Source: an optimization exercise on an open RTL-to-GDS flow (aim: small area). Production flows keep margins and buffers that such runs may drop.
Where RTL was checked, it was by simulation tests only, not by an equivalence proof against the original.
The clock port is modelled as an ideal driver, which makes a skipped or thinned clock tree look cheaper than it is; a real chip needs a root buffer or a tree.
Power is estimated from default activity; no workload was simulated.

build 42:
==> flow/design.v <==
module top(
	clock, KEY,
	SW, LEDR_o,
	HEX0_o, HEX1_o, HEX2_o, HEX3_o, HEX4_o, HEX5_o
);
	input wire clock;
	input wire [3:0] KEY;
	input wire [9:0] SW;
	output wire [9:0] LEDR_o;
	output wire [6:0] HEX0_o, HEX1_o, HEX2_o, HEX3_o, HEX4_o, HEX5_o;
	function [6:0] dec7;
		input [3:0] g;
		reg [127:0] t;
		begin
			t = 128'h0e062146030810007802121930247940;
			dec7 = t[{g, 3'b000} +: 7];
		end
	endfunction
	function [3:0] rom;
		input [1:0] m;
		input [3:0] a;
		reg [63:0] t;
		begin
			case (m)
				2'd0: t = 64'h1111_1111_1111_1111;
				2'd3: t = 64'h2481_2821_8421_8481;
				default: t = 64'h2418_2182_8481_8241;
			endcase
			rom = t[{a, 2'b00} +: 4];
		end
	endfunction
	localparam [2:0] S_INIT = 3'b000, S_SETUP = 3'b001, S_PF = 3'b010, S_PU = 3'b011,
	                 S_NR = 3'b100, S_RES = 3'b101, S_CHK = 3'b110, S_PUE = 3'b111;
	reg [2:0] state, next_state;
	wire st_init = (state == S_INIT);
	wire st_setup = (state == S_SETUP);
	wire st_pf = (state == S_PF);
	wire st_pu = (state == S_PU) | (state == S_PUE);
	wire st_nr = (state == S_NR);
	wire st_res = (state == S_RES);
	wire r2 = st_init | st_nr;
	reg [1:0] level;
	reg [1:0] map;
	reg [3:0] target;
	reg [3:0] round;
	reg [3:0] tempo;
	reg [3:0] cnt;
	reg f;   
	wire done;
	reg mism;
	reg [3:0] last;
	reg [3:0] k1, k2;
	reg [2:0] c8;
	reg [2:0] c5;
	reg [4:0] c25;
	reg [6:0] c83;
	wire win = (round == target);
	wire w25 = (c25 == 5'b10100);
	wire w83 = (c83 == 7'b0010100);
	wire p4is1 = ~c8[1] & c8[0];
	wire tick5 = p4is1 & c5[2];
	wire tick2 = tick5 & w25;
	wire tick1 = ~c8[2] & c8[1] & c8[0] & c5[2] & w25;
	wire tick3 = p4is1 & w83;
	always @(*) begin
		case (state)
			S_INIT: next_state = S_SETUP;
			S_SETUP: next_state = SW[0] ? S_PF : S_SETUP;
			S_PF: next_state = done ? S_PU : S_PF;
			S_PU: next_state = done ? S_CHK : ((tick1 & tempo[3]) ? S_PUE : S_PU);
			S_PUE: next_state = done ? S_CHK : S_RES;
			S_CHK: next_state = mism ? S_RES : S_NR;
			S_NR: next_state = win ? S_RES : S_PF;
			default: next_state = S_RES;
		endcase
	end
	always @(posedge clock)
		if (SW[1]) state <= S_INIT;
		else state <= next_state;
	always @(posedge clock) begin
		if (st_init) begin
			c8 <= 3'd0;
			c5 <= 3'd0;
			c25 <= 5'd0;
			c83 <= 7'd0;
		end else begin
			c8 <= c8 + 3'd1;
			c5 <= {c5[1] & c5[0], c5[1] ^ c5[0], ~c5[0] & ~c5[2]};
			if (c5[2]) c25 <= w25 ? 5'd0 : {c25[3:0], ~(c25[4] ^ c25[2])};
			c83 <= w83 ? 7'd0 : {c83[5:0], ~(c83[6] ^ c83[5])};
		end
	end
	reg speed;
	always @(*)
		case (level)
			2'd0: speed = tick5;
			2'd1: speed = tick1;
			2'd2: speed = tick2;
			default: speed = tick3;
		endcase
	always @(posedge clock) begin
		if (st_init) level <= 2'd0;
		else if (st_setup) level <= SW[9:8];
		if (st_init | st_setup) begin
			map <= SW[7:6];
			target <= SW[5:2];
		end
	end
	always @(posedge clock) begin
		k1 <= ~KEY;
		k2 <= k1;
	end
	wire [3:0] nbtn = k1 & ~k2;
	wire press = |nbtn;
	always @(posedge clock)
		if (st_init) round <= 4'd1;
		else if (st_nr & ~win) round <= round + 4'd1;
	always @(posedge clock)
		if (r2) tempo <= 4'd0;
		else if (st_pu & tick1) tempo <= tempo[3] ? 4'd0 : tempo + 4'd1;
	wire [3:0] sym = rom(map, cnt);
	wire step = (st_pf & speed) | (st_pu & press);
	wire [3:0] cnt1 = cnt + 4'd1;
	always @(posedge clock) begin
		if (r2 | (st_pf & done)) begin
			cnt <= 4'd0;
			f <= 1'b0;
		end else if (step) begin
			cnt <= cnt1;
			f <= 1'b1;
		end
		if (step) last <= st_pf ? sym : nbtn;
		if (r2) mism <= 1'b0;
		else if (st_pu & press & ~done & (nbtn != sym)) mism <= 1'b1;
	end
	wire has = f;
	assign done = f & (cnt == round);
	assign LEDR_o[3:0] = (st_pf & has) ? last : 4'b0000;
	assign LEDR_o[4] = st_pf;
	assign LEDR_o[5] = st_pu;
	assign LEDR_o[9:6] = (st_pu & has) ? last : 4'b0000;
	assign HEX5_o = st_res ? (win ? 7'b011_1110 : 7'b111_0001) : 7'b011_1000;
	assign HEX4_o = st_res ? (win ? 7'b110_1101 : 7'b111_0001) : dec7({2'b00, level});
	assign HEX3_o = st_res ? (win ? 7'b111_1001 : 7'b110_1111) : 7'b111_1000;
	wire [6:0] d12 = dec7(st_res ? {level, round[3:2]} : tempo);
	assign HEX2_o = st_res ? (win ? 7'b101_0000 : 7'b111_0111) : d12;
	assign HEX1_o = st_res ? d12 : 7'b101_0000;
	assign HEX0_o = dec7(st_res ? {round[1:0], map} : round);
endmodule
Settings: LEC_CHECK=0, ABC_AREA=1, CAP_MARGIN=0, CORE_MARGIN=2, CORE_UTILIZATION=40, SLEW_MARGIN=0; clock period 10.0 ns.
standard.sh (not shown) runs the stock make flow with config.mk's settings and CLKGATE_MAP_FILE= SYNTH_SCRIPT=/design/flow/synth_recipe.tcl, a recipe that flattens the netlist after the stock synthesis.
==> flow/flow/run.sh <==
#!/bin/bash
# Layout flow: the standard flow (standard.sh), with these changes.
#  1. Synthesis is the standard synthesis, except that ABC maps the logic
#     with an area-oriented script (no buffering or upsizing) and the adder
#     step (extract_fa) is skipped. It is run once per entry of trial_list
#     (a deepsyn seed and a mapper filled into flow/abc_template.script),
#     each in its own folder under trials/, and the run whose netlist has the
#     smallest cell area (buffers left out, as placement removes them) is
#     copied to orfs/ for the rest of the flow. Registers come from the same
#     dfflibmap step as in the standard synthesis in every run, so they keep
#     their names and cell types.
#  2. Port buffering uses sky130_fd_sc_hd__buf_1 (every port still gets
#     its own buffer).
#  4. Tie cells are not split per load (SKIP_REPAIR_TIE_FANOUT), so constant
#     outputs share one tie cell per value, as synthesis made them.
# Each step's full output goes to a log file in this folder (trials/*/synth.log,
# synth_pick.log, layout.log) besides ORFS's own logs.
set -euo pipefail
W=$(pwd)
LIB="$FLOW_HOME/platforms/sky130hd/lib/sky130_fd_sc_hd__tt_025C_1v80.lib"
rm -rf "$W/trials"
mkdir -p "$W/trials"
names=()
# one trial per (deepsyn seed, mapper) pair, from flow/abc_template.script
trial_list="0:amap_-m 1:amap_-m 2:amap_-m 3:amap_-m 4:amap_-m 5:amap_-m 6:amap_-m 7:amap_-m 8:amap_-m 9:amap_-m 10:amap_-m 11:amap_-m 0:amap 4:amap 6:amap 9:amap"
for t in $trial_list; do
  seed=${t%%:*}; map=${t#*:}; map=${map//_/ }
  n="s${seed}_${t#*:}"
  names+=("$n")
  T="$W/trials/$n"
  mkdir -p "$T"
  cp -r "$FLOW_HOME/scripts" "$T/scripts"
  sed -e "s/SEED/$seed/" -e "s/MAP/$map/" "$W/flow/abc_template.script" > "$T/scripts/abc_area.script"
done
run_trial() {
  local T="$W/trials/$1"
  bash "$W/standard.sh" "WORK_HOME=$T/orfs" "SCRIPTS_DIR=$T/scripts" ADDER_MAP_FILE= synth > "$T/synth.log" 2>&1 || true
}
jobs_max=${NUM_CORES:-4}
for n in "${names[@]}"; do
  while (( $(jobs -rp | wc -l) >= jobs_max )); do sleep 2; done
  run_trial "$n" &
done
wait
best=""
best_area=""
: > "$W/synth_pick.log"
for n in "${names[@]}"; do
  v="$W/trials/$n/orfs/results/sky130hd/top/base/1_2_yosys.v"
  o="$W/trials/$n/orfs/results/sky130hd/top/base/1_synth.odb"
  if [[ -f "$v" && -f "$o" ]]; then
    a=$(python3 "$W/flow/area.py" "$LIB" "$v")
    echo "$n $a" >> "$W/synth_pick.log"
    if [[ -z "$best" ]] || python3 -c "import sys; sys.exit(0 if float('$a') < float('$best_area') else 1)"; then
      best="$n"; best_area="$a"
    fi
  else
    echo "$n failed" >> "$W/synth_pick.log"
  fi
done
echo "picked $best $best_area" >> "$W/synth_pick.log"
[[ -n "$best" ]]
rm -rf "$W/orfs"
cp -a "$W/trials/$best/orfs" "$W/orfs"
export BUFFER_PORTS_ARGS="-buffer_cell sky130_fd_sc_hd__buf_1"
export CTS_ARGS="-sink_clustering_enable -repair_clock_nets -dont_use_dummy_load -buf_list sky130_fd_sc_hd__clkbuf_8 -root_buf sky130_fd_sc_hd__clkbuf_8"
export POST_CTS_TCL="$W/flow/clock_trim.tcl"
bash "$W/standard.sh" "POST_CTS_TCL=$POST_CTS_TCL" SKIP_REPAIR_TIE_FANOUT=1 "CTS_ARGS=$CTS_ARGS" "BUFFER_PORTS_ARGS=$BUFFER_PORTS_ARGS" finish > "$W/layout.log" 2>&1
Other scripts of this flow, unchanged in this note and not shown: flow/flow/abc_template.script, flow/flow/area.py, flow/flow/clock_trim.tcl
The inputs of build 15 differ from those of build 42 as listed below.
diff --git a/flow/design.v b/flow/design.v
--- a/flow/design.v
+++ b/flow/design.v
@@ -45,8 +45,7 @@
 	reg [3:0] round;
 	reg [3:0] tempo;
 	reg [3:0] cnt;
-	reg f;   
-	wire done;
+	reg done;
 	reg mism;
 	reg [3:0] last;
 	reg [3:0] k1, k2;
@@ -124,17 +123,16 @@
 	always @(posedge clock) begin
 		if (r2 | (st_pf & done)) begin
 			cnt <= 4'd0;
-			f <= 1'b0;
+			done <= 1'b0;
 		end else if (step) begin
 			cnt <= cnt1;
-			f <= 1'b1;
+			done <= (cnt1 == round);
 		end
 		if (step) last <= st_pf ? sym : nbtn;
 		if (r2) mism <= 1'b0;
 		else if (st_pu & press & ~done & (nbtn != sym)) mism <= 1'b1;
 	end
-	wire has = f;
-	assign done = f & (cnt == round);
+	wire has = done | (cnt != 4'd0);
 	assign LEDR_o[3:0] = (st_pf & has) ? last : 4'b0000;
 	assign LEDR_o[4] = st_pf;
 	assign LEDR_o[5] = st_pu;
==> summary.txt <==
Build 15 has completed all stages; timing, DRC and antenna checks passed.
Build 15 vs build 42 on highest cell delay on the worst timing path: build 15 is the lower one.
Of build 15 and build 42, it is build 15 that has the lower net count after synthesis.
Build 15 vs. build 42: setup slack moved down; number of cells on the worst reg-to-reg path moved down.
Compared with build 42, in build 15 final critical-path required period went up by 1.01 ns; portion of total power attributed to the clock network went down by 0.6 points.
Build 15 reports its largest family of logic cells by synthesized area as compound AO/OA/AOI/OAI gates while build 42 reports simple AND/OR/NAND/NOR gates.
Build 42 has higher worst slack at placement than build 15.
Build 42 and build 15 ended up with nearly the same horizontal die dimension.
Of build 42 and build 15, the run reporting the higher clock-pin slew on the worst setup and hold paths was build 15.
Summary: with build 42 as the reference, peak supply drop in build 15 moved up by more than 10%.
Comparing build 15 with build 42, the final worst clock skew came out essentially unchanged.
In build 15 relative to build 42, largest fanout on the critical path had gone up by a few percent.
Diff build 15..build 42 | routed wire length | negligible
Lower global-route usage among build 42 and build 15: build 15
Only the layout flow was run in build 42; the RTL was not checked for function there.

==> afterwards: timing with drivers on the ports <==
How much do the figures lean on ideal ports? The routed layouts below were timed once more, with nothing changed but the port constraints.
Step 1 (the two cells are an assumption about what drives the block):
set clk [get_ports {clock}]
set_driving_cell -lib_cell sky130_fd_sc_hd__clkbuf_16 $clk
set_driving_cell -lib_cell sky130_fd_sc_hd__buf_2 [delete_from_list [all_inputs] $clk]
Step 2 moves the port delays by t, midway between the first and last clock arrival at a register: inputs arrive t later, outputs are due t later. That takes back most of the time a late clock gives input paths.
Three values: no drivers, after step 1, after step 2; two values: the first two.
run	t (ns)	setup WS [ns]	latest minus earliest clock arrival (ns)	worst data-port slew with drivers (ns)	cell pins on the clock port's net
build 42	0.204	4.020 / 3.966 / 4.169	0.031 / 0.031	0.03	4
build 15	0.193	3.007 / 2.959 / 3.152	0.031 / 0.031	0.04	4
After both steps every run listed still meets setup and hold.
